This is an optimization exercise on Yosys and OpenROAD, whose aim is small area and a short achievable clock period, not a production implementation.
At most, simulation tests tie the RTL to the original design; equivalence was not proved.
Power figures rest on the tool's default switching activity, not on a simulated workload.

## oak
// design_1
module design_1
   (bias, bias_1, bias_2, bias_3, clk,
    in1, in1_1, in1_2, in1_3, in2, in2_1, in2_2, in2_3,
    in3, in3_1, in3_2, in3_3, in4, in4_1, in4_2, in4_3,
    mac, n_en, n_in, n_in_1, n_in_2, n_in_3,
    n_out, n_out_1, n_out_2, n_out_3,
    outen, outen_1, outen_2, outen_3, p_en,
    p_out, p_out_1, p_out_2, p_out_3, rst,
    wgh, wgh_1, wgh_2, wgh_3);
Size in the first run: about 6300 cells after synthesis, about 510 flip-flops, about 590 I/O pins, ~0.051 mm^2 of cells after synthesis.
==> module pooling, before the edit <==
module pooling(
  input clk,
  input [15:0] in1,
  input [15:0] in2,
  input [15:0] in3,
  input [15:0] in4,
  input en,
  output [15:0] p_out,
  output reg outen
);
  function lt16(input [15:0] a, input [15:0] b);
    reg [15:0] l, e;
    reg [15:0] ln, en;
    integer i, k;
    begin
      l = ~a & b; e = ~(a ^ b);
      for (k = 1; k < 16; k = k * 2) begin
        ln = l; en = e;
        for (i = 0; i + k < 16; i = i + 2 * k) begin
          ln[i] = l[i + k] | (e[i + k] & l[i]);
          en[i] = e[i + k] & e[i];
        end
        l = ln; e = en;
      end
      lt16 = l[0];
    end
  endfunction
  reg  [15:0] m12, m34;    
  wire        v = en && in1 != 0;
  always @(posedge clk) begin
    outen <= en;
    m12 <= v ? (lt16(in1, in2) ? in2 : in1) : 16'd0;
    m34 <= v ? (lt16(in3, in4) ? in4 : in3) : 16'd0;
  end
  assign p_out = lt16(m12, m34) ? m34 : m12;
endmodule
clock: 9.0 ns
lec_check: 0
cap_margin: 20
core_margin: 2
core_utilization: 40
place_density: 0.6
setup_slack_margin: 4.5
slew_margin: 20
standard.sh (not shown) runs the stock make flow with config.mk's settings and CLKGATE_MAP_FILE= SYNTH_SCRIPT=/design/flow/synth_recipe.tcl, a recipe that flattens the netlist after the stock synthesis.
==> flow/flow/run.sh <==
#!/bin/bash
# The standard layout, with the ports buffered by the smallest plain buffer
# (buffer_ports otherwise picks a clkdlybuf4s50_1 delay cell for every port).
set -euo pipefail
export BUFFER_PORTS_ARGS="-buffer_cell sky130_fd_sc_hd__buf_1"
bash standard.sh > standard.log 2>&1
Input changes introduced in pine (baseline for comparison: oak):
--- a/flow/design.v
+++ b/flow/design.v
@@ -157,40 +157,27 @@
   input clk,
   input [15:0] in1,
   input [15:0] in2,
   input [15:0] in3,
   input [15:0] in4,
   input en,
-  output [15:0] p_out,
+  output reg [15:0] p_out,
   output reg outen
 );
-  function lt16(input [15:0] a, input [15:0] b);
-    reg [15:0] l, e;
-    reg [15:0] ln, en;
-    integer i, k;
-    begin
-      l = ~a & b; e = ~(a ^ b);
-      for (k = 1; k < 16; k = k * 2) begin
-        ln = l; en = e;
-        for (i = 0; i + k < 16; i = i + 2 * k) begin
-          ln[i] = l[i + k] | (e[i + k] & l[i]);
-          en[i] = e[i + k] & e[i];
-        end
-        l = ln; e = en;
-      end
-      lt16 = l[0];
-    end
-  endfunction
-  reg  [15:0] m12, m34;    
-  wire        v = en && in1 != 0;
+  wire c12 = in1 < in2, c13 = in1 < in3, c14 = in1 < in4;
+  wire c23 = in2 < in3, c24 = in2 < in4, c34 = in3 < in4;
+  wire s1 = ~c12 & ~c13 & ~c14;
+  wire s2 =  c12 & ~c23 & ~c24;
+  wire s3 =  c13 &  c23 & ~c34;
+  wire s4 = ~(s1 | s2 | s3);
+  wire v  = en && in1 != 0;
+  wire [15:0] m = ({16{s1}} & in1) | ({16{s2}} & in2) | ({16{s3}} & in3) | ({16{s4}} & in4);
   always @(posedge clk) begin
     outen <= en;
-    m12 <= v ? (lt16(in1, in2) ? in2 : in1) : 16'd0;
-    m34 <= v ? (lt16(in3, in4) ? in4 : in3) : 16'd0;
+    p_out <= v ? m : 16'd0;
   end
-  assign p_out = lt16(m12, m34) ? m34 : m12;
 endmodule
 module mul15x15_booth_split(input [14:0] a, input [7:0] one, input [7:0] two, input [6:0] neg,
   output [7:0] lo, output [6:0] hi0, output [6:0] hi1, output ci);
   wire one0 = one[0];
   wire two0 = two[0];
   wire neg0 = neg[0];
Results
Of pine and oak, the run reporting the lower routed via count was oak.
In terms of global routing usage on met3, pine and oak differ only marginally.
Diff pine and oak: clock share of power higher in pine
Number of tap cells added at floorplan (pine vs. oak) increases slightly
Against oak, pine comes in 0.0044 ns lower on worst hold slack.
The RTL of oak was laid out without a check of its function.

* * *

Another version of the RTL of design_1 (not shown whole).
Size: about 5700 cells after synthesis, roughly 470 flip-flops, ~590 I/O pins, about 50000 µm² of cells after synthesis.
export LEC_CHECK = 0
export CAP_MARGIN = 20
export CORE_MARGIN = 2
export CORE_UTILIZATION = 40
export PLACE_DENSITY = 0.6
export SETUP_SLACK_MARGIN = 4.5
export SLEW_MARGIN = 20
create_clock -name core_clock -period 9.0 [get_ports {clk}]
Scripts as last shown in full above: flow/flow/run.sh
Edit:
--- a/flow/design.v
+++ b/flow/design.v
@@ -77,27 +77,22 @@
 );
   reg [14:0] a;          
   reg [7:0]  one, two;   
   reg [6:0]  neg;        
   reg [15:0] temp;       
   reg [15:0] sum;
   reg        tsum;       
   reg [14:0] nout;
-  function [29:0] prefix15(input [14:0] x, input [14:0] y);
-    reg [14:0] G, P, Gn, Pn, g, p;
+  function [29:0] prefix15(input [14:0] g, input [14:0] p);
+    reg [14:0] G, P, Gn, Pn;
     integer i, k;
     begin
-      g = x & y; p = x ^ y;
       G = g; P = p;
-      for (i = 1; i < 15; i = i + 1) begin
-        G[i] = g[i] | (p[i] & x[i-1] & y[i-1]);
-        P[i] = p[i] & p[i-1];
-      end
-      for (k = 2; k < 15; k = k * 2) begin
+      for (k = 1; k < 15; k = k * 2) begin
         Gn = G; Pn = P;
         for (i = k; i < 15; i = i + 1) begin
           Gn[i] = G[i] | (P[i] & G[i-k]);
           Pn[i] = P[i] & P[i-k];
         end
         G = Gn; P = Pn;
       end
       prefix15 = {P, G};
@@ -115,23 +110,23 @@
     end
   end
   wire [21:0] prod;
   mul15x15_booth mul (.a(a), .one(one), .two(two), .neg(neg), .p(prod));
   wire [15:0] x  = mac ? bias : temp;
   wire [14:0] sm = sum[14:0];
   wire [14:0] xm = x[14:0];
   wire [14:0] pd = sm ^ ~xm;
-  wire [29:0] d  = prefix15(sm, ~xm);
+  wire [29:0] d  = prefix15(sm & ~xm, pd);
   wire [14:0] gd = d[14:0], ad = d[29:15];
   wire        gt = gd[14];
   wire        eq = ad[14];
   wire [14:0] dif = gt ? (pd ^ {gd[13:0] | ad[13:0], 1'b1}) : ~(pd ^ {gd[13:0], 1'b0});
   wire [14:0] pa = sm ^ xm;
-  wire [29:0] s  = prefix15(sm, xm);
+  wire [29:0] s  = prefix15(sm & xm, pa);
   wire [15:0] add = {s[14], pa ^ {s[13:0], 1'b0}};
   wire        same = sum[15] == x[15];
   wire [15:0] nsum = same ? {sum[15], (tsum == sum[15]) ? add[14:0] : 15'h7f80}
                           : {gt ? sum[15] : x[15], dif};
   always @(posedge clk) begin
     if (rst) begin
       a <= 0; temp <= 0; sum <= 0; tsum <= 0; nout <= 0;
     end else if (en) begin
@@ -150,44 +145,31 @@
 endmodule
 module pooling(
   input clk,
   input [15:0] in1,
   input [15:0] in2,
   input [15:0] in3,
   input [15:0] in4,
   input en,
-  output [15:0] p_out,
+  output reg [15:0] p_out,
   output reg outen
 );
-  function lt16(input [15:0] a, input [15:0] b);
-    reg [15:0] l, e;
-    reg [15:0] ln, en;
-    integer i, k;
-    begin
-      l = ~a & b; e = ~(a ^ b);
-      for (k = 1; k < 16; k = k * 2) begin
-        ln = l; en = e;
-        for (i = 0; i + k < 16; i = i + 2 * k) begin
-          ln[i] = l[i + k] | (e[i + k] & l[i]);
-          en[i] = e[i + k] & e[i];
-        end
-        l = ln; e = en;
-      end
-      lt16 = l[0];
-    end
-  endfunction
-  reg  [15:0] m12, m34;    
-  wire        v = en && in1 != 0;
+  wire c12 = in1 < in2, c13 = in1 < in3, c14 = in1 < in4;
+  wire c23 = in2 < in3, c24 = in2 < in4, c34 = in3 < in4;
+  wire s1 = ~c12 & ~c13 & ~c14;
+  wire s2 =  c12 & ~c23 & ~c24;
+  wire s3 =  c13 &  c23 & ~c34;
+  wire s4 = ~(s1 | s2 | s3);
+  wire v  = en && in1 != 0;
+  wire [15:0] m = ({16{s1}} & in1) | ({16{s2}} & in2) | ({16{s3}} & in3) | ({16{s4}} & in4);
   always @(posedge clk) begin
     outen <= en;
-    m12 <= v ? (lt16(in1, in2) ? in2 : in1) : 16'd0;
-    m34 <= v ? (lt16(in3, in4) ? in4 : in3) : 16'd0;
+    p_out <= v ? m : 16'd0;
   end
-  assign p_out = lt16(m12, m34) ? m34 : m12;
 endmodule
 module mul15x15_booth(input [14:0] a, input [7:0] one, input [7:0] two, input [6:0] neg, output [21:0] p);
   wire one0 = one[0];
   wire two0 = two[0];
   wire neg0 = neg[0];
   wire m0_0 = ((one0 & a[0])) ^ neg0;
   wire m0_1 = ((one0 & a[1]) | (two0 & a[0])) ^ neg0;
   wire m0_2 = ((one0 & a[2]) | (two0 & a[1])) ^ neg0;
@@ -494,18 +476,19 @@
   wire c87 = (s47 & c66) | (s47 & s67) | (c66 & s67);
   wire s88 = s49 ^ c67 ^ s68;
   wire c88 = (s49 & c67) | (s49 & s68) | (c67 & s68);
   wire s89 = s51 ^ c68 ^ s69;
   wire c89 = (s51 & c68) | (s51 & s69) | (c68 & s69);
   wire [21:0] r0 = {c88, c87, c86, c85, c84, c83, c82, c81, c80, c79, c78, c77, c76, c75, c74, c73, c72, c71, c70, m1_0, m0_1, neg0};
   wire [21:0] r1 = {s89, s88, s87, s86, s85, s84, s83, s82, s81, s80, s79, s78, s77, s76, s75, s74, s73, s72, s71, s70, 1'b0, m0_0};
   wire [21:0] g0 = r0 & r1, p0 = r0 ^ r1;
-  wire [21:0] g1 = g0 | (p0 & {r0[20:0], 1'b0} & {r1[20:0], 1'b0});
-  wire [21:0] p1 = p0 & {p0[20:0], 1'b1};
+  wire [21:0] g1, p1;
+  assign g1 = g0 | (p0 & {g0[20:0], 1'b0});
+  assign p1 = p0 & {p0[20:0], {1{1'b1}}};
   wire [21:0] g2, p2;
   assign g2 = g1 | (p1 & {g1[19:0], 2'b0});
   assign p2 = p1 & {p1[19:0], {2{1'b1}}};
   wire [21:0] g4, p4;
   assign g4 = g2 | (p2 & {g2[17:0], 4'b0});
   assign p4 = p2 & {p2[17:0], {4{1'b1}}};
   wire [21:0] g8, p8;
   assign g8 = g4 | (p4 & {g4[13:0], 8'b0});
After rerunning: The changed run went through all stages and came out clean. Combinational power came out lower by 21%. Die area came out lower by 0.45%. Via count came out higher by 2.8%. Sequential power came out lower by 17%. Clock skew is about the same. Final cell count came out higher by 0.77%. Power came out lower by 18%. Utilization came out lower by 0.55 points. Cell area came out lower by 2.0%. Sequential share of layout area came out lower by 1.8 points.
The RTL of the first run of this note was laid out without a check of its function.

## what the ideal ports hide
The results above use ideal ports. As a check the final layouts listed here were re-extracted and re-timed, cells and wires unchanged.
Step 1 sets driving cells, clkbuf_16 on the clock port and buf_2 on the other inputs (assumed; they add their load-dependent delay and slew).
Step 2 times the ports against the registers' clock, not the clock port: input delays grow and output delays shrink by t, the midpoint of the rising clock arrivals with the driver on.
a / b / c = ideal ports / drivers / drivers and shift; a / b = the first two.
run	t (ns)	setup slack, ns	worst setup path at the end	worst register clock-pin slew, ns	cell pins on the clock port's net
oak	0.730	4.319 / 4.240 / 3.797	input to register	0.07 / 0.07	1
pine	0.770	4.575 / 4.450 / 3.680	input to register	0.06 / 0.06	1
the first run of note 2	0.736	4.106 / 4.033 / 3.739	input to register	0.07 / 0.07	1
the second run of note 2	0.743	4.181 / 4.181 / 3.779	input to register	0.07 / 0.07	1
After both steps setup and hold are still met in every run listed. The setup slack of pine, which loses most, moves by -0.125 ns with the drivers and by -0.895 ns with both steps.
